This design comes from an exercise in tuning for small area on the open sky130 flow, not from production work. In this exercise RTL edits were held to simulation tests only and were not proved equivalent to the original. No activity file was given, so power comes from the tool's default toggle rates.

**flow/design.v**
```verilog
module debounce #(
    parameter [31:0] DELAY = 500000
) (
    input wire clk_i,
    input wire rst_i,         
    input wire key_i,
    output wire debkey_o
);
    typedef enum logic [2:0] {
        IDLE = 0,
        PRESS_WAIT = 1, 
        PRESSED = 2,
        RELEASE_WAIT = 3,
        PULSE = 4
    } state_t;
    state_t state;
    logic intclock;
    logic [31:0] clockdiv;   
    always_ff @(posedge clk_i or posedge rst_i) begin
        if (rst_i) begin   
            state <= IDLE;
        end else begin
            case(state)
                IDLE: begin
                    if (intclock && key_i) begin
                        state <= PRESS_WAIT;
                    end
                end
                PRESS_WAIT: begin
                    if (intclock) begin
                        if (key_i) begin
                            state <= PRESSED;
                        end else begin
                            state <= IDLE;
                        end
                    end
                end
                PRESSED: begin
                    if (intclock && !key_i) begin
                        state <= RELEASE_WAIT;
                    end
                end
                RELEASE_WAIT: begin
                    if (intclock) begin
                        if (!key_i) begin
                            state <= PULSE;
                        end else begin
                            state <= PRESSED;
                        end
                    end
                end
                PULSE: begin
                    state <= IDLE;
                end
                default: state <= IDLE;
            endcase
        end
    end
    always_ff @(posedge clk_i or posedge rst_i) begin
        if (rst_i) begin   
            clockdiv <= 0;
            intclock <= 1'b0;
        end else begin
            if (clockdiv < DELAY) begin   
                clockdiv <= clockdiv + 1;
                intclock <= 1'b0;
            end else begin
                clockdiv <= 0;
                intclock <= 1'b1;   
            end
        end
    end
    assign debkey_o = (state == PULSE);
endmodule
module clock_divisor #(
    parameter int CLK_PER_SEC = 100000000
) (
    input  logic clk,         
    input  logic rst_i,       
    output logic pulse_1hz,   
    output logic pulse_500ms  
);
    localparam int COUNT_MAX    = CLK_PER_SEC - 1;
    localparam int COUNT_500MS  = CLK_PER_SEC / 2 - 1;
    logic [26:0] counter;
    always_ff @(posedge clk or posedge rst_i) begin
        if (rst_i) begin
            counter      <= 0;
            pulse_1hz    <= 0;
            pulse_500ms  <= 0;
        end else begin
            counter <= counter + 1;
            if (counter == COUNT_MAX) begin
                counter <= 0;
                pulse_1hz <= 1;
            end else begin
                pulse_1hz <= 0;
            end
            if (counter == COUNT_500MS || counter == 0) begin
                pulse_500ms <= ~pulse_500ms;
            end
        end
    end
endmodule
module watch_interface ( 
input logic clock,  
input logic reset,  
input logic pulse_1hz,  
input logic pulse_500ms,  
input logic mode_button,
input logic add_button,
input logic sub_button,
output logic[5:0] d1, d2, d3, d4, d5, d6, d7, d8  
);
typedef enum logic [2:0] {  
    RUN,
    SET_HOURS,
    SET_MINUTES,
    SET_SECONDS
} state_t;
state_t EA;
logic [3:0] U_seconds, D_seconds;
logic [3:0] U_minutes, D_minutes;
logic [3:0] U_hours, D_hours;
always_ff @(posedge clock, posedge reset)begin
    if(reset)begin
        EA <= RUN;
    end else begin
        case(EA)
            RUN:begin
                if(mode_button) begin   EA <= SET_HOURS;        
                end else EA <= RUN;
            end
            SET_HOURS:begin
                if(mode_button) begin   EA <= SET_MINUTES;        
                end else EA <= SET_HOURS;
            end
            SET_MINUTES:begin
                if(mode_button) begin   EA <= SET_SECONDS;        
                end else EA <= SET_MINUTES;
            end
            SET_SECONDS:begin
                if(mode_button) begin   EA <= RUN;        
                end else EA <= SET_SECONDS;
            end
        endcase
    end
end
always_ff @(posedge clock, posedge reset) begin  
    if(reset) begin
        U_hours <=0;
        U_minutes <=0;
        U_seconds <=0;
        D_hours <=0;
        D_minutes <=0;
        D_seconds <=0;
    end else begin
        case (EA)
            RUN: begin
                if(pulse_1hz) begin
                if (U_seconds < 9) begin
                    U_seconds <= U_seconds + 1;
                end else begin
                    U_seconds <= 0;
                    if (D_seconds < 5) begin
                        D_seconds <= D_seconds + 1;
                    end else begin
                        D_seconds <= 0;
                        if (U_minutes < 9) begin
                            U_minutes <= U_minutes + 1;
                        end else begin
                            U_minutes <= 0;
                            if (D_minutes < 5) begin
                                D_minutes <= D_minutes + 1;
                            end else begin
                                D_minutes <= 0;
                                if (D_hours < 2 || (D_hours == 2 && U_hours < 3)) begin
                                    if (U_hours < 9) begin
                                        U_hours <= U_hours + 1;
                                    end else begin
                                        U_hours <= 0;
                                        D_hours <= D_hours + 1;
                                    end
                                end else begin
                                    U_hours <= 0;
                                    D_hours <= 0;
                                end
                            end
                        end
                    end
                end
            end
            end
SET_HOURS: begin
    if (add_button) begin
        if (D_hours < 2 || (D_hours == 2 && U_hours < 3)) begin
            if (U_hours < 9)
                U_hours <= U_hours + 1;
            else begin
                U_hours <= 0;
                D_hours <= D_hours + 1;
            end
        end else begin
            U_hours <= 0;
            D_hours <= 0;
        end
    end else if (sub_button) begin
        if (D_hours > 0 || (D_hours == 0 && U_hours > 0)) begin
            if (U_hours > 0)
                U_hours <= U_hours - 1;
            else begin
                U_hours <= 9;
                D_hours <= D_hours - 1;
            end
        end else begin
            U_hours <= 3;
            D_hours <= 2;
        end
    end
end
SET_MINUTES: begin
    if (add_button) begin
        if (D_minutes < 5) begin
            if (U_minutes < 9)
                U_minutes <= U_minutes + 1;
            else begin
                U_minutes <= 0;
                D_minutes <= D_minutes + 1;
            end
        end else begin
            U_minutes <= 0;
            D_minutes <= 0;
        end
    end else if (sub_button) begin
        if (D_minutes > 0 || (D_minutes == 0 && U_minutes > 0)) begin
            if (U_minutes > 0)
                U_minutes <= U_minutes - 1;
            else begin
                U_minutes <= 9;
                D_minutes <= D_minutes - 1;
            end
        end else begin
            U_minutes <= 9;
            D_minutes <= 5;
        end
    end
end
SET_SECONDS: begin
    if (add_button) begin
        if (D_seconds < 5) begin
            if (U_seconds < 9)
                U_seconds <= U_seconds + 1;
            else begin
                U_seconds <= 0;
                D_seconds <= D_seconds + 1;
            end
        end else begin
            U_seconds <= 0;
            D_seconds <= 0;
        end
    end else if (sub_button) begin
        if (D_seconds > 0 || (D_seconds == 0 && U_seconds > 0)) begin
            if (U_seconds > 0)
                U_seconds <= U_seconds - 1;
            else begin
                U_seconds <= 9;
                D_seconds <= D_seconds - 1;
            end
        end else begin
            U_seconds <= 9;
            D_seconds <= 5;
        end
    end
end
            default: ; 
        endcase
    end
end
always_ff @(posedge clock)begin 
    case(EA)
        RUN: begin
            d8 <= {1'b1, D_hours, 1'b1};         
            d7 <= {1'b1, U_hours, 1'b1};         
            d6 <= {1'b0, 4'b0000, 1'b1};               
            d5 <= {1'b1, D_minutes , 1'b1};       
            d4 <= {1'b1, U_minutes , 1'b1};       
            d3 <= {1'b0, 4'b0000, 1'b1};               
            d2 <= {1'b1, D_seconds , 1'b1};       
            d1 <= {1'b1, U_seconds , 1'b1};       
        end
        SET_HOURS: begin
            d8 <= {pulse_500ms, D_hours , 1'b1};         
            d7 <= {pulse_500ms, U_hours , 1'b1};         
            d6 <= {1'b0, 4'b0000, 1'b1};               
            d5 <= {1'b1, D_minutes , 1'b1};       
            d4 <= {1'b1, U_minutes , 1'b1};       
            d3 <= {1'b0, 4'b0000, 1'b1};               
            d2 <= {1'b1, D_seconds , 1'b1};       
            d1 <= {1'b1, U_seconds , 1'b1};       
        end
        SET_MINUTES: begin
            d8 <= {1'b1, D_hours , 1'b1};         
            d7 <= {1'b1, U_hours , 1'b1};         
            d6 <= {1'b0, 4'b0000, 1'b1};               
            d5 <= {pulse_500ms, D_minutes , 1'b1};       
            d4 <= {pulse_500ms, U_minutes , 1'b1};       
            d3 <= {1'b0, 4'b0000, 1'b1};               
            d2 <= {1'b1, D_seconds , 1'b1};       
            d1 <= {1'b1, U_seconds , 1'b1};       
        end
        SET_SECONDS: begin
            d8 <= {1'b1, D_hours , 1'b1};         
            d7 <= {1'b1, U_hours , 1'b1};         
            d6 <= {1'b0, 4'b0000, 1'b1};               
            d5 <= {1'b1, D_minutes , 1'b1};       
            d4 <= {1'b1, U_minutes , 1'b1};       
            d3 <= {1'b0, 4'b0000, 1'b1};               
            d2 <= {pulse_500ms, D_seconds , 1'b1};       
            d1 <= {pulse_500ms, U_seconds , 1'b1};       
        end
    endcase
end
endmodule
module dspl_drv_8dig
(
	input wire clock,
	input wire reset,
	input wire [5:0] d8, d7, d6, d5, d4, d3, d2, d1,
	output reg [7:0] an, dec_ddp
);
	parameter [31:0] HALF_MS_COUNT=50000;
	reg ck_1KHz;
	reg ck_rise;  
	reg [2:0] dig_selection;
	reg [4:0] selected_dig;
	always @(posedge clock, posedge reset) begin : P1
		reg [31:0] count_50K;
		if (reset == 1'b1) begin
			count_50K = 0;
			ck_1KHz <= 1'b0;
			ck_rise <= 1'b0;
		end else begin
			count_50K = count_50K + 1;
			ck_rise <= 1'b0;
			if ((count_50K == (HALF_MS_COUNT - 1))) begin
				count_50K = 0;
				ck_1KHz <=  ~ck_1KHz;
				ck_rise <= ~ck_1KHz;
			end
		end
	end
	always @(posedge clock, posedge reset) begin
		if (reset == 1'b1) begin
			dig_selection <= {3{1'b0}};
			an <= {8{1'b1}};
		end else if (ck_rise) begin
			if (dig_selection == 3'b111) begin
				dig_selection <= {3{1'b0}};
			end
			else begin
				dig_selection <= dig_selection + 1;
			end
			if (dig_selection == 3'b000) begin
				selected_dig <= d1[4:0];
				an <= {7'b1111111, ~d1[5]};
			end
			else if (dig_selection == 3'b001) begin
				selected_dig <= d2[4:0];
				an <= {6'b111111, ~d2[5],1'b1};
			end
			else if (dig_selection == 3'b010) begin
				selected_dig <= d3[4:0];
				an <= {5'b11111, ~d3[5],2'b11};
			end
			else if (dig_selection == 3'b011) begin
				selected_dig <= d4[4:0];
				an <= {4'b1111, ~d4[5],3'b111};
			end
			else if (dig_selection == 3'b100) begin
				selected_dig <= d5[4:0];
				an <= {3'b111, ~d5[5],4'b1111};
			end
			else if (dig_selection == 3'b101) begin
				selected_dig <= d6[4:0];
				an <= {2'b11, ~d6[5],5'b11111};
			end
			else if (dig_selection == 3'b110) begin
				selected_dig <= d7[4:0];
				an <= {1'b1, ~d7[5],6'b111111};
			end
			else begin
				selected_dig <= d8[4:0];
				an <= { ~d8[5],7'b1111111};
			end
		end
	end
	always @(*) begin
		case (selected_dig[4:1])
		4'b0000 : dec_ddp[7:1] <= 7'b0000001;  
		4'b0001 : dec_ddp[7:1] <= 7'b1001111;  
		4'b0010 : dec_ddp[7:1] <= 7'b0010010;  
		4'b0011 : dec_ddp[7:1] <= 7'b0000110;  
		4'b0100 : dec_ddp[7:1] <= 7'b1001100;  
		4'b0101 : dec_ddp[7:1] <= 7'b0100100;  
		4'b0110 : dec_ddp[7:1] <= 7'b0100000;  
		4'b0111 : dec_ddp[7:1] <= 7'b0001111;  
		4'b1000 : dec_ddp[7:1] <= 7'b0000000;  
		4'b1001 : dec_ddp[7:1] <= 7'b0000100;  
		4'b1010 : dec_ddp[7:1] <= 7'b0001000;  
		4'b1011 : dec_ddp[7:1] <= 7'b1100000;  
		4'b1100 : dec_ddp[7:1] <= 7'b0110001;  
		4'b1101 : dec_ddp[7:1] <= 7'b1000010;  
		4'b1110 : dec_ddp[7:1] <= 7'b0110000;  
		default : dec_ddp[7:1] <= 7'b0111000;  
		endcase
		dec_ddp[0] <= selected_dig[0];
	end
endmodule
module top (
input logic clock,  
input logic reset,  
input logic mode_buttonBTNC,  
input logic add_buttonBTNR,  
input logic sub_buttonBTNL,  
output logic [7:0] AN,
output logic [7:0] DIGIT
);
parameter [31:0] DEB_DELAY = 1000;
parameter [31:0] HALF_MS_COUNT=50;
parameter [31:0] CLK_PER_SEC = 10000;
logic[5:0] d1, d2, d3, d4, d5, d6, d7, d8;  
logic pulse_1hz;  
logic pulse_500ms;  
logic mode_buttonDEBOUNCED;
logic add_buttonDEBOUNCED;
logic sub_buttonDEBOUNCED;
debounce #(
    .DELAY(DEB_DELAY)
    ) 
mode(
    .clk_i(clock),
    .rst_i(reset),
    .key_i(mode_buttonBTNC),
    .debkey_o(mode_buttonDEBOUNCED)
);
debounce #(
    .DELAY(DEB_DELAY)
    ) 
add(
    .clk_i(clock),
    .rst_i(reset),
    .key_i(add_buttonBTNR),
    .debkey_o(add_buttonDEBOUNCED)
);
debounce #(
    .DELAY(DEB_DELAY)
    ) 
sub(
    .clk_i(clock),
    .rst_i(reset),
    .key_i(sub_buttonBTNL),
    .debkey_o(sub_buttonDEBOUNCED)
);
dspl_drv_8dig #(
    .HALF_MS_COUNT(HALF_MS_COUNT)
    )
	display(
		.clock(clock),
		.reset(reset),
		.d1(d1),
		.d2(d2),
		.d3(d3),
		.d4(d4),
		.d5(d5),
		.d6(d6),
		.d7(d7),
		.d8(d8),
		.an(AN),
		.dec_ddp(DIGIT)
	);
clock_divisor #(
    .CLK_PER_SEC(CLK_PER_SEC)
    )
    divisor(
    .clk(clock),         
    .rst_i(reset),       
    .pulse_1hz(pulse_1hz),   
    .pulse_500ms(pulse_500ms)  
);
watch_interface  main( 
    .clock(clock),  
    .reset(reset),  
    .pulse_1hz(pulse_1hz),  
    .pulse_500ms(pulse_500ms),  
    .mode_button(mode_buttonDEBOUNCED),
    .add_button(add_buttonDEBOUNCED),
    .sub_button(sub_buttonDEBOUNCED),
    .d1(d1),
    .d2(d2),
    .d3(d3),
    .d4(d4),
    .d5(d5),
    .d6(d6),
    .d7(d7),
    .d8(d8)
);
endmodule
```
**flow/run.sh**
```bash
#!/bin/bash
# synth_recipe.tcl (not shown) runs the flow's synth.tcl, then flattens the netlist and writes it again
# the make line also repeats each setting of config.mk as NAME=value (left out here)
make -C /OpenROAD-flow-scripts/flow DESIGN_CONFIG=/design/flow/config.mk WORK_HOME=/design/flow/orfs CLKGATE_MAP_FILE= SYNTH_SCRIPT=/design/flow/synth_recipe.tcl finish
```
**flow/config.mk**
```make
export PLATFORM = sky130hd
export DESIGN_NAME = top
export DESIGN_NICKNAME = top
export VERILOG_FILES = /design/flow/design.v
export SDC_FILE = /design/flow/constraint.sdc
export NUM_CORES = 4
export LEC_CHECK = 0
export CAP_MARGIN = 20
export CORE_MARGIN = 2
export CORE_UTILIZATION = 40
export SLEW_MARGIN = 20
```
**flow/constraint.sdc**
```tcl
create_clock -name core_clock -period 10.0 [get_ports {clock}]
set_input_delay 2.0000 -clock core_clock [delete_from_list [all_inputs] [get_ports {clock}]]
set_output_delay 2.0000 -clock core_clock [all_outputs]
set_load 0.01 [all_outputs]
```
==> flow_summary.ini <==
[status]
status = finished clean

[logic_synthesis]
ys_seq_area_share_pct = 55.2
synthArstFlopShare_pct = 84.4
synth_edf_count = 31
synth_fa_ha_area_share_pct = 4.65
synthXorXnorAreaFrac_pct = 6.36
syn_inst = 1061
ys.flop_type = dfrtp_1
synth_warnings = 4
synth_common_cells = 200 x dfrtp_1, 98 x nor2_1, 92 x nand2_1
synth_simple_gate_area_share_pct = 19.1
ys_top_cells_by_area = dfrtp_1 44%, edfxtp_1 8.2%, ha_1 4.7%
yosysTopAreaCell = dfrtp_1
synth_compound_area_share_pct = 10.5
avgSynthCellArea_um2 = 10.6
synth_top_area_share_pct = 44.3
yosysUniqueCellTypes = 78
ys_seq_elements = 244
synth.most_common_cell = dfrtp_1
synth_area_um2 = 11300
synth_top_family_by_area = simple AND/OR/NAND/NOR gates
synthMuxAreaShare_pct = 1.22

[drt]
viasPerCell = 5.04
vias = 7752
ant_nets = 0
drt_wl_total_um = 20600
avgRoutedWirePerCell_um = 13.4
drt-initial-drc-count = 430
drtPass1Iterations = 5
drc = 0

[grt]
grt_pass1_vias = 7297
grt_use_total_pct = 14.5
grt_antenna_before_repair = 0
grt_start_max_net_pins = 93
grt_pass1_wl_um = 35500
grt_overflow_total = 0

[critical_path]
cpLargestDelayFamily = buffers and inverters
worstRegToRegCells = 9
critical_path_class = in2reg
crit_path_end = DIGIT[4]
endpoint_kind = flop
critical_path_depth = 8
crit_path_start = reset
cp_slowest_cell = o21ai_0
startpoint_type = input port
slowest_delay_ps = 550
rr_endpoint = DIGIT[4]
required_ps = 10440
path_max_fanout = 92
arrival_ps = 4850
crit_buf_inv = 3
r2r-start = display.dig_selection[2]
cp_cell_sequence = clkdlybuf4s50_1 -> inv_8 -> nand2_1 -> o21ai_0 -> inv_1 -> ha_1 -> mux2_2 -> mux2i_1
r2r_slack_ps = 6520

[timing]
hold_violations = 0
fmax_mhz = 227
drv_slew = 0
fin_crit_sh_pct = 44.1
rsz0062_at_grt = no
max_slew_margin_pct = 38.9
finalSetupViolations = 0
tns_ps = 0
tightest_slew_ps = 910
finalClockSkew_ps = 11.1
fin_crit_ps = 4410

[cells_and_area]
area_growth_pct = 14.8
drive_above_1_share_pct = 6.72
finalNetCount = 1191
seq_area_um2 = 6230
n_antenna_cell = 0
multi_input_area_um2 = 4980
fillers = 2652
post-route-cell-area_um2 = 13000

[power]
p_leak_nw = 5.71
ir_drop_mv = 0.0821
powerDensity_nw_per_um2 = 185

[clock_network]
cts_resized = 0
clockBufferDepth = 3
hold_buffers = 0
clkTransAtPathRegs_ps = 60
clock_sinks = 244
htree_levels = 1
cts_buffers = 27
post_cts_buffers = 0
clk_latency_ps = 520
clockRootBuffer = clkbuf_16
cts_tree = yes

[floorplanning]
die_h_um = 172
start_util_pct = 40.7
ios = 21
dieWidth_um = 172
die_area_um2 = 29600
core_area_um2 = 27800
num_rows = 61

[placed_design]
post_dp_cell_area_um2 = 12100
place_hpwl_um = 14000
io_buffers = 17
gp_congestion = 0.808

[min_path]
min_path_type = reg2reg

[job]
cap_violations = 0
[report_power, final]
group          total (W)  switching (W)  internal, W
sequential       0.00114      0.0000588      0.00108
clock           0.000991       0.000377     0.000614
combinational   0.000271       0.000165     0.000106
[metal layers]
layer | vias to the layer above | global-route usage [%] | share of wire (%)
li1 | 3851 | - | -
met2 | 143 | 22.9 | 45
met1 | 3725 | 20.8 | 48
met3 | 33 | 2.40 | 4.0
met4 | 0 | 3.91 | 2.1
met5 | - | 0 | 0
[metrics by stage]
| stage | instances | worst slack [ps] | utilization [%] | power (W) | hold slack (ps) |
|---|---|---|---|---|---|
| final | 1539 | 5590 | 46.7 | 0.00240 | 460 |
| after global routing | 1539 | 5220 | 46.7 | 0.00253 | 487 |
| after CTS | 1539 | 5560 | 46.7 | 0.00244 | 465 |
| after detailed placement | 1493 | 5010 | 43.5 | 0.00143 | 443 |
| after global placement | 1492 | 5050 | 43.4 | 0.00142 | 439 |
| after floorplan | 1128 | 1100 | - | 0.00136 | 422 |
[placed cells by master (no fill, tap or decap), types with 42 or more instances in the layout]
master   count
a21oi_1     44
conb_1      69
dfrtp_1    200
ha_1        42
inv_1       49
nand2_1     92
nand3_1     57
nor2_1      98
o21ai_0     46
xor2_1      43
[logic make-up (layout without fill, tap and decap cells)]
group | after synthesis | after routing
other | 2 | 69
multiplexers | 13 | 13
adder cells (fa/ha/maj) | 42 | 42
AO/OA/AOI/OAI | 181 | 181
XOR/XNOR | 82 | 82
AND/OR/NAND/NOR | 412 | 412
buffers and inverters | 85 | 118
flip-flops | 244 | 244
[flip-flops by register name (all words and copies together) (netlist names), 5 cells and up]
name                  flops
DIGIT                     7
add.clockdiv             32
display.P1.count_50K     32
display.an                6
divisor.counter          27
main.d2                   5
main.d5                   5
main.d8                   5
mode.clockdiv            32
sub.clockdiv             32
[cell type report]
type	count	share of cell area, %
flip-flops and latches	244	48.1
clock buffers	39	6.02
well taps	378	3.65
inverters	52	1.56
clock inverters	7	0.878
multi-input cells	799	38.4
repair buffers	20	1.49
[worst min path at each step]
stage                    start              end  slack [ps]  cells past startpoint
2_1_floorplan  display.ck_1KHz  display.ck_rise         420                      1
3_3_place_gp   display.ck_1KHz  display.ck_rise         440                      1
3_5_place_dp   display.ck_1KHz  display.ck_rise         440                      1
4_1_cts        display.ck_1KHz  display.ck_rise         460                      1
5_1_grt        display.ck_1KHz  display.ck_rise         490                      1
6_report       display.ck_1KHz  display.ck_rise         460                      1

port drivers added, routing unchanged:
The results above use ideal ports. As a check the final layout listed here was re-extracted and re-timed, cells and wires unchanged. Step 1 (the two cells are an assumption about what drives the block):
set clk [get_ports {clock}]
set_driving_cell -lib_cell sky130_fd_sc_hd__clkbuf_16 $clk
set_driving_cell -lib_cell sky130_fd_sc_hd__buf_2 [delete_from_list [all_inputs] $clk]
Step 2 moves the port delays by t, midway between the first and last clock arrival at a register: inputs arrive t later, outputs are due t later. That takes back most of the time a late clock gives input paths. Three values: ideal, step 1, step 2; two values: the first two.
t, ns: 0.564
setup WS [ns]: 5.595 / 5.623 / 5.059
worst setup path after step 2: input to register
worst register clock-pin slew, ns: 0.06 / 0.06
worst data-port slew with drivers (ns): 0.03
After both steps setup and hold are still met in this run. For this run, drivers alone change the setup slack by +0.028 ns; drivers and shift together by -0.536 ns.
